What follows belongs to an exercise in optimizing a design on an open flow for small area and a short achievable clock period; a production flow would make more cautious choices.
No functional check of the RTL was part of this run.
No activity file was given, so power comes from the tool's default toggle rates.

[run.sh]
#!/bin/bash
# synth_recipe.tcl (not shown) runs the flow's synth.tcl, then flattens the netlist and writes it again
# the make line also repeats each setting of config.mk as NAME=value (left out here)
make -C /OpenROAD-flow-scripts/flow DESIGN_CONFIG=/design/flow/config.mk WORK_HOME=/design/flow/orfs CLKGATE_MAP_FILE= SYNTH_SCRIPT=/design/flow/synth_recipe.tcl finish
[config.mk]
export PLATFORM = sky130hd
export DESIGN_NAME = flow_meter_counter
export DESIGN_NICKNAME = flow_meter_counter
export VERILOG_FILES = /design/flow/design.v
export SDC_FILE = /design/flow/constraint.sdc
export NUM_CORES = 4
export LEC_CHECK = 0
export CAP_MARGIN = 20
export CORE_MARGIN = 2
export CORE_UTILIZATION = 40
export SLEW_MARGIN = 20
[constraint.sdc]
create_clock -name core_clock -period 330.0 [get_ports {clk}]
set_input_delay 66.0000 -clock core_clock [delete_from_list [all_inputs] [get_ports {clk}]]
set_output_delay 66.0000 -clock core_clock [all_outputs]
set_load 0.01 [all_outputs]
[design.v]
module flow_meter_counter #(
    parameter CLOCK_FREQ = 1000,
    parameter PULSES_PER_LITER = 450,
    parameter DEBOUNCE_CYCLES = 50,
    parameter RATE_SAMPLE_PERIOD_MS = 1000,
    parameter VOLUME_WIDTH = 32,
    parameter RATE_WIDTH = 16
)(
    input wire clk,
    input wire rst_n,
    input wire flow_pulse,
    input wire sensor_enable,
    input wire clear_volume,
    input wire clear_statistics,
    input wire start_measurement,
    input wire stop_measurement,
    input wire [15:0] calibration_factor,
    input wire use_custom_calibration,
    input wire [RATE_WIDTH-1:0] max_flow_rate,
    input wire [RATE_WIDTH-1:0] min_flow_rate,
    input wire enable_flow_monitoring,
    output reg [VOLUME_WIDTH-1:0] total_volume_ml,
    output reg [RATE_WIDTH-1:0] flow_rate_ml_per_sec,
    output reg [RATE_WIDTH-1:0] flow_rate_l_per_min,
    output reg [31:0] pulse_count,
    output reg measurement_active,
    output reg [RATE_WIDTH-1:0] min_flow_rate_measured,
    output reg [RATE_WIDTH-1:0] max_flow_rate_measured,
    output reg [RATE_WIDTH-1:0] avg_flow_rate,
    output reg flow_detected,
    output reg no_flow_timeout,
    output reg over_flow_detected,
    output reg under_flow_detected,
    output reg sensor_error,
    output reg [7:0] error_code
);
    localparam RATE_SAMPLE_CYCLES = (CLOCK_FREQ / 1000) * RATE_SAMPLE_PERIOD_MS;
    localparam NO_FLOW_TIMEOUT_CYCLES = CLOCK_FREQ * 5;
    localparam ML_PER_LITER = 1000;
    localparam SECONDS_PER_MINUTE = 60;
    reg [DEBOUNCE_CYCLES-1:0] pulse_filter;
    wire pulse_filtered;
    reg pulse_prev;
    wire pulse_rising_edge;
    reg [15:0] pulses_per_liter_active;
    reg [31:0] rate_timer;
    reg [31:0] pulses_in_period;
    reg [31:0] last_pulse_time;
    reg [63:0] volume_accumulator;
    reg [31:0] rate_sample_count;
    reg [47:0] flow_rate_sum;
    reg [31:0] no_flow_timer;
    always @(posedge clk or negedge rst_n) begin
        if (!rst_n) begin
            pulse_filter <= {DEBOUNCE_CYCLES{1'b0}};
        end else if (sensor_enable && measurement_active) begin
            pulse_filter <= {pulse_filter[DEBOUNCE_CYCLES-2:0], flow_pulse};
        end else begin
            pulse_filter <= {DEBOUNCE_CYCLES{1'b0}};
        end
    end
    assign pulse_filtered = (pulse_filter == {DEBOUNCE_CYCLES{1'b1}});
    always @(posedge clk or negedge rst_n) begin
        if (!rst_n) begin
            pulse_prev <= 1'b0;
        end else begin
            pulse_prev <= pulse_filtered;
        end
    end
    assign pulse_rising_edge = pulse_filtered & ~pulse_prev;
    always @(posedge clk or negedge rst_n) begin
        if (!rst_n) begin
            pulses_per_liter_active <= PULSES_PER_LITER;
        end else begin
            if (use_custom_calibration && (calibration_factor != 16'd0)) begin
                pulses_per_liter_active <= calibration_factor;
            end else begin
                pulses_per_liter_active <= PULSES_PER_LITER;
            end
        end
    end
    always @(posedge clk or negedge rst_n) begin
        if (!rst_n) begin
            measurement_active <= 1'b0;
        end else if (start_measurement) begin
            measurement_active <= 1'b1;
        end else if (stop_measurement) begin
            measurement_active <= 1'b0;
        end
    end
    always @(posedge clk or negedge rst_n) begin
        if (!rst_n) begin
            pulse_count <= 32'd0;
            last_pulse_time <= 32'd0;
            flow_detected <= 1'b0;
        end else if (clear_volume) begin
            pulse_count <= 32'd0;
        end else if (sensor_enable && measurement_active) begin
            if (pulse_rising_edge) begin
                pulse_count <= pulse_count + 1'b1;
                last_pulse_time <= rate_timer;
                flow_detected <= 1'b1;
            end
        end else begin
            flow_detected <= 1'b0;
        end
    end
    always @(posedge clk or negedge rst_n) begin
        if (!rst_n) begin
            pulses_in_period <= 32'd0;
        end else if (!clear_statistics && sensor_enable && measurement_active &&
                     rate_timer >= RATE_SAMPLE_CYCLES) begin
            pulses_in_period <= 32'd0;
        end else if (clear_volume) begin
            pulses_in_period <= 32'd0;
        end else if (sensor_enable && measurement_active && pulse_rising_edge) begin
            pulses_in_period <= pulses_in_period + 1'b1;
        end
    end
    always @(posedge clk or negedge rst_n) begin
        if (!rst_n) begin
            total_volume_ml <= {VOLUME_WIDTH{1'b0}};
            volume_accumulator <= 64'd0;
        end else if (clear_volume) begin
            total_volume_ml <= {VOLUME_WIDTH{1'b0}};
            volume_accumulator <= 64'd0;
        end else if (sensor_enable && measurement_active && pulse_rising_edge) begin
            volume_accumulator <= volume_accumulator + ML_PER_LITER;
            if (volume_accumulator >= pulses_per_liter_active) begin
                total_volume_ml <= total_volume_ml + (volume_accumulator / pulses_per_liter_active);
                volume_accumulator <= volume_accumulator % pulses_per_liter_active;
            end
        end
    end
    always @(posedge clk or negedge rst_n) begin
        if (!rst_n) begin
            rate_timer <= 32'd0;
            flow_rate_ml_per_sec <= {RATE_WIDTH{1'b0}};
            flow_rate_l_per_min <= {RATE_WIDTH{1'b0}};
        end else if (clear_statistics) begin
            rate_timer <= 32'd0;
            flow_rate_ml_per_sec <= {RATE_WIDTH{1'b0}};
            flow_rate_l_per_min <= {RATE_WIDTH{1'b0}};
        end else if (sensor_enable && measurement_active) begin
            if (rate_timer >= RATE_SAMPLE_CYCLES) begin
                if (pulses_in_period > 0) begin
                    flow_rate_ml_per_sec <= (pulses_in_period * ML_PER_LITER) / 
                                          (pulses_per_liter_active * (RATE_SAMPLE_PERIOD_MS / 1000));
                    flow_rate_l_per_min <= (flow_rate_ml_per_sec * SECONDS_PER_MINUTE) / ML_PER_LITER;
                end else begin
                    flow_rate_ml_per_sec <= {RATE_WIDTH{1'b0}};
                    flow_rate_l_per_min <= {RATE_WIDTH{1'b0}};
                end
                rate_timer <= 32'd0;
            end else begin
                rate_timer <= rate_timer + 1'b1;
            end
        end
    end
    always @(posedge clk or negedge rst_n) begin
        if (!rst_n) begin
            min_flow_rate_measured <= {RATE_WIDTH{1'b1}};
            max_flow_rate_measured <= {RATE_WIDTH{1'b0}};
            avg_flow_rate <= {RATE_WIDTH{1'b0}};
            rate_sample_count <= 32'd0;
            flow_rate_sum <= 48'd0;
        end else if (clear_statistics) begin
            min_flow_rate_measured <= {RATE_WIDTH{1'b1}};
            max_flow_rate_measured <= {RATE_WIDTH{1'b0}};
            avg_flow_rate <= {RATE_WIDTH{1'b0}};
            rate_sample_count <= 32'd0;
            flow_rate_sum <= 48'd0;
        end else if (sensor_enable && measurement_active && rate_timer == RATE_SAMPLE_CYCLES) begin
            if (flow_rate_ml_per_sec < min_flow_rate_measured && flow_rate_ml_per_sec > 0) begin
                min_flow_rate_measured <= flow_rate_ml_per_sec;
            end
            if (flow_rate_ml_per_sec > max_flow_rate_measured) begin
                max_flow_rate_measured <= flow_rate_ml_per_sec;
            end
            if (flow_rate_ml_per_sec > 0) begin
                rate_sample_count <= rate_sample_count + 1'b1;
                flow_rate_sum <= flow_rate_sum + flow_rate_ml_per_sec;
                if (rate_sample_count > 0) begin
                    avg_flow_rate <= flow_rate_sum / rate_sample_count;
                end
            end
        end
    end
    always @(posedge clk or negedge rst_n) begin
        if (!rst_n) begin
            no_flow_timer <= 32'd0;
            no_flow_timeout <= 1'b0;
            over_flow_detected <= 1'b0;
            under_flow_detected <= 1'b0;
            sensor_error <= 1'b0;
            error_code <= 8'd0;
        end else if (clear_statistics) begin
            no_flow_timer <= 32'd0;
            no_flow_timeout <= 1'b0;
            over_flow_detected <= 1'b0;
            under_flow_detected <= 1'b0;
            sensor_error <= 1'b0;
            error_code <= 8'd0;
        end else if (sensor_enable && measurement_active && enable_flow_monitoring) begin
            if (pulse_rising_edge) begin
                no_flow_timer <= 32'd0;
                no_flow_timeout <= 1'b0;
            end else if (no_flow_timer >= NO_FLOW_TIMEOUT_CYCLES) begin
                no_flow_timeout <= 1'b1;
                error_code <= 8'h01;
            end else begin
                no_flow_timer <= no_flow_timer + 1'b1;
            end
            if (flow_rate_ml_per_sec > max_flow_rate) begin
                over_flow_detected <= 1'b1;
                error_code <= 8'h02;
            end else begin
                over_flow_detected <= 1'b0;
            end
            if (flow_rate_ml_per_sec > 0 && flow_rate_ml_per_sec < min_flow_rate) begin
                under_flow_detected <= 1'b1;
                error_code <= 8'h03;
            end else begin
                under_flow_detected <= 1'b0;
            end
            sensor_error <= no_flow_timeout || over_flow_detected || under_flow_detected;
        end
    end
endmodule
==> reports/results.tsv <==
stage	metric	value	unit
setup_path	path_delay_family	compound AO/OA/AOI/OAI gates	
die	die_h	677	um
pwr	top_power_group	combinational logic	
pwr	p_sw_frac	0.608	
clock_tree	cts_root_buffer	clkbuf_16	
hold_path	hold_path.class	flop to flop	
setup_path	crit_buf_inv	55	
logic_synthesis	synth_ff_type	dfrtp_1	
grt	busiest_layer	met2	
clock_tree	postCtsSetupBuffers	0	
setup_path	cp.arrival	302.39	ns
sta	setup_viol	0	
grt	grt_pass1_wl	968000	um
grt	antenna_found_initial	13	
die	die_area	459000	um2
grt	met1_usage	0.335	
final_layout	final_cells	30500	
setup_path	crit_type	flop to flop	
placement	gp_congestion	0.961	
placement	dpl_worst_slack	30.64	ns
placement	dpl.hpwl	487000	um
pwr	p_seq	56.5	uW
final_layout	fill_cells	46600	
clock_tree	cts.sinks	456	
grt	grt_max_degree	85	
setup_path	worstSetupEndpointType	flop	
flow_run	max-cap-violations	0	
setup_path	reg2reg_depth	1454	
logic_synthesis	async_reset_ff_frac	1.00	
setup_path	cpMaxStageDelayCell	a2111oi_0	
final_layout	syn_to_final_growth	5.06	%
pwr	seqPwrFrac	0	
routing	routed_wl	610000	um
final_layout	layout.nets	27200	
clock_tree	cts.path.max_buffers	4	
grt	met2_usage	0.432	
routing	drcViolationCount	0	
logic_synthesis	yosys.area.top_type	ha_1	
logic_synthesis	avgSynthCellArea	7.32	um2
status	status	finished clean	
pwr	cellInternalPower	319000	uW
clock_tree	h-tree-depth	3	
pwr	p_comb_frac	1.000	
grt	grt_pass1_vias	176000	
setup_path	r2r_setup_slack	28.31	ns
sta	finalCritPeriodShare	0.914	
logic_synthesis	synthesis.area	181000	um2
sta	skew	0.109	ns
logic_synthesis	yosys_warnings	1	
grt	use_met3	0.0215	
die	dieWidth	677	um
pwr	power_density	4280	nW/um2
setup_path	critical_path.max_fanout	49	
die	num_rows	247	
hold_path	hold_depth	2	
clock_tree	cts_buffers	74	
setup_path	worstSetupStartpoint	volume_accumulator[4]	
die	core_area	452000	um2
logic_synthesis	synth_cell_types	220	
setup_path	critPathCapture	total_volume_ml[31]	
routing	vias	188000	
sta	tns	0	ns
clock_tree	clkTransAtPathRegs	0.05	ns
placement	numPlacedInstances	30400	
sta	worst_slack	28.31	ns
pwr	comb_cell_power	815000	uW
die	start_util	0.401	
pwr	p_leak	0.0747	uW
pwr	finalPower	815000	uW
hold_path	hold_start	avg_flow_rate[6]	
routing	drtIter0Drc	14100	
logic_synthesis	ys_ff_latch	456	
sta	hold_violations	0	
clock_tree	clkLatencyLatePin	0.86	ns
logic_synthesis	synth-edff-count	0	
routing	final_antenna_net_count	0	
setup_path	required	330.70	ns
setup_path	crit_path_start_kind	flop	
routing	wl_per_cell	20.0	um
sta	whs	0.476	ns
clock_tree	cts_tree	built	
logic_synthesis	syn_inst	24800	
final_layout	drive_above_1_share	0.0878	
setup_path	r2r-end	total_volume_ml[31]	
die	boundaryPins	216	
sta	max_freq	0.00331	GHz
logic_synthesis	synth_top_cell_area_share	0.177	
setup_path	rr_startpoint	volume_accumulator[4]	
grt	grt_overflow	0	
routing	vias_per_cell	6.18	
pwr	ir_worst_vdd	8.76	mV
sta	worst_pin_slew	1.12	ns
grt	track_usage	0.253	
setup_path	worst_path_most_repeated_cell	o21a_1	
logic_synthesis	synth_seq_area_share	0.0630	
pwr	pg_clk	86.1	uW
pwr	p_switching	496000	uW
logic_synthesis	synth_area_leaders	ha_1 (18%), o21a_1 (7.2%), dfrtp_1 (6.0%)	
sta	drv_slew	0	
placement	portBuffers	206	
setup_path	cp_num_cells	723	
pwr	clkPwrFrac	0	
sta	rsz0062_at_grt	false	
routing	first_pass_iters	8	
setup_path	cpPeakStageDelay	0.68	ns
hold_path	hold_path_end	avg_flow_rate[6]	
sta	layout_min_cycle_time	301.69	ns
sta	slew_headroom	0.234	
==> synth_stat cells (all sizes together), types with 65 or more instances <==
| cell | number |
|---|---|
| a2111oi | 94 |
| a211o | 65 |
| a211oi | 147 |
| a21o | 359 |
| a21oi | 1637 |
| a311oi | 87 |
| a31oi | 213 |
| and2 | 221 |
| and3 | 297 |
| and4 | 108 |
| buf | 377 |
| clkbuf | 543 |
| dfrtp | 436 |
| fa | 124 |
| ha | 2572 |
| inv | 803 |
| mux2 | 262 |
| mux2i | 156 |
| nand2 | 2381 |
| nand2b | 204 |
| nand3 | 501 |
| nand3b | 69 |
| nand4 | 421 |
| nor2 | 2163 |
| nor2b | 226 |
| nor3 | 2071 |
| nor3b | 84 |
| nor4 | 321 |
| nor4b | 107 |
| o2111ai | 91 |
| o211ai | 147 |
| o21a | 1749 |
| o21ai | 934 |
| o21bai | 114 |
| o22ai | 72 |
| o31ai | 1206 |
| or2 | 347 |
| or3 | 251 |
| or4 | 135 |
| xnor2 | 1041 |
| xor2 | 712 |
==> layer usage <==
layer,routed length [um],part of all wire
met4,20900,0.034
met2,282000,0.46
met5,32,0.000052
met1,276000,0.45
met3,31200,0.051
==> area by class of cell <==
type | instances | area (um2) | share of cell area
tap | 5976 | 7480 | 0.0392
clock buffer | 91 | 2060 | 0.0108
antenna | 1 | 2.50 | 0.0000131
clock inverter | 36 | 484 | 0.00254
timing repair buffer | 508 | 4320 | 0.0227
inverter | 805 | 3110 | 0.0163
sequential | 456 | 11400 | 0.0600
multi-input combinational | 22600 | 162000 | 0.848
==> layout by cell type, fill, tap and decap left out, types with 248 or more instances in the layout <==
master,instances
a21o_1,321
mux2_2,248
xnor2_1,1007
nor4_1,266
nand4_1,394
ha_1,2572
a21oi_1,1589
o21a_1,1730
or2_2,306
inv_1,740
nand2_1,2354
nor2_1,2100
o31ai_1,1189
o21ai_0,755
buf_4,303
xor2_1,699
nor3_1,2010
dfrtp_1,435
nand3_1,471
==> what timing repair did <==
action | CTS | global route
hold buffers | 0 | 0
endpoints found under the hold margin | 0 | 0
endpoints found under the setup margin | 0 | 16
gates resized for setup | 0 | 12
==> sequential cells by signal, summed over array words and instances (netlist names), 2 cells and up <==
signal / cells
max_flow_rate_measured: 16
flow_rate_ml_per_sec: 16
flow_rate_sum: 48
error_code: 2
pulse_count: 32
pulses_per_liter_active: 16
avg_flow_rate: 16
no_flow_timer: 32
pulse_filter: 50
min_flow_rate_measured: 16
total_volume_ml: 32
rate_timer: 32
rate_sample_count: 32
flow_rate_l_per_min: 13
pulses_in_period: 32
volume_accumulator: 64
==> kinds of logic (layout without fill, tap and decap cells) <==
logic type | Yosys count | in the layout | share of synthesized area
flip-flops | 456 | 456 | 0.0630
buffers and inverters | 1743 | 1440 | 0.0481
XOR/XNOR | 1756 | 1756 | 0.0881
AO/OA/AOI/OAI | 7577 | 7577 | 0.294
other | 1 | 10 | 0.0000207
AND/OR/NAND/NOR | 10100 | 10100 | 0.290
adder cells (fa/ha/maj) | 2716 | 2716 | 0.192
multiplexers | 418 | 418 | 0.0251
==> metrics by stage <==
step	util	area [um2]
detailed placement	0.416	188000
global route	0.422	191000
floorplan	-	181000
finish	0.422	191000
global placement	0.416	188000
CTS	0.421	191000

[port drivers added, routing unchanged]
How much do the figures lean on ideal ports? The routed layout below was timed once more, with nothing changed but the port constraints.
Step 1 sets driving cells, clkbuf_16 on the clock port and buf_2 on the other inputs (assumed; they add their load-dependent delay and slew).
Step 2 also shifts input and output timing later by t, the mid clock arrival at the registers, as if the neighbouring blocks saw the same clock.
Three values: no drivers, after step 1, after step 2; two values: the first two.
t (ns): 0.899
setup slack, ns: 28.314 / 28.314 / 28.314
worst hold slack (ns): 0.476 / 0.476 / 0.476
worst setup path after step 2: register to register
clock arrival spread, ns: 0.109 / 0.109
After both steps this run still meets setup and hold. For this run, drivers alone change the setup slack by 0.000 ns; drivers and shift together by 0.000 ns.
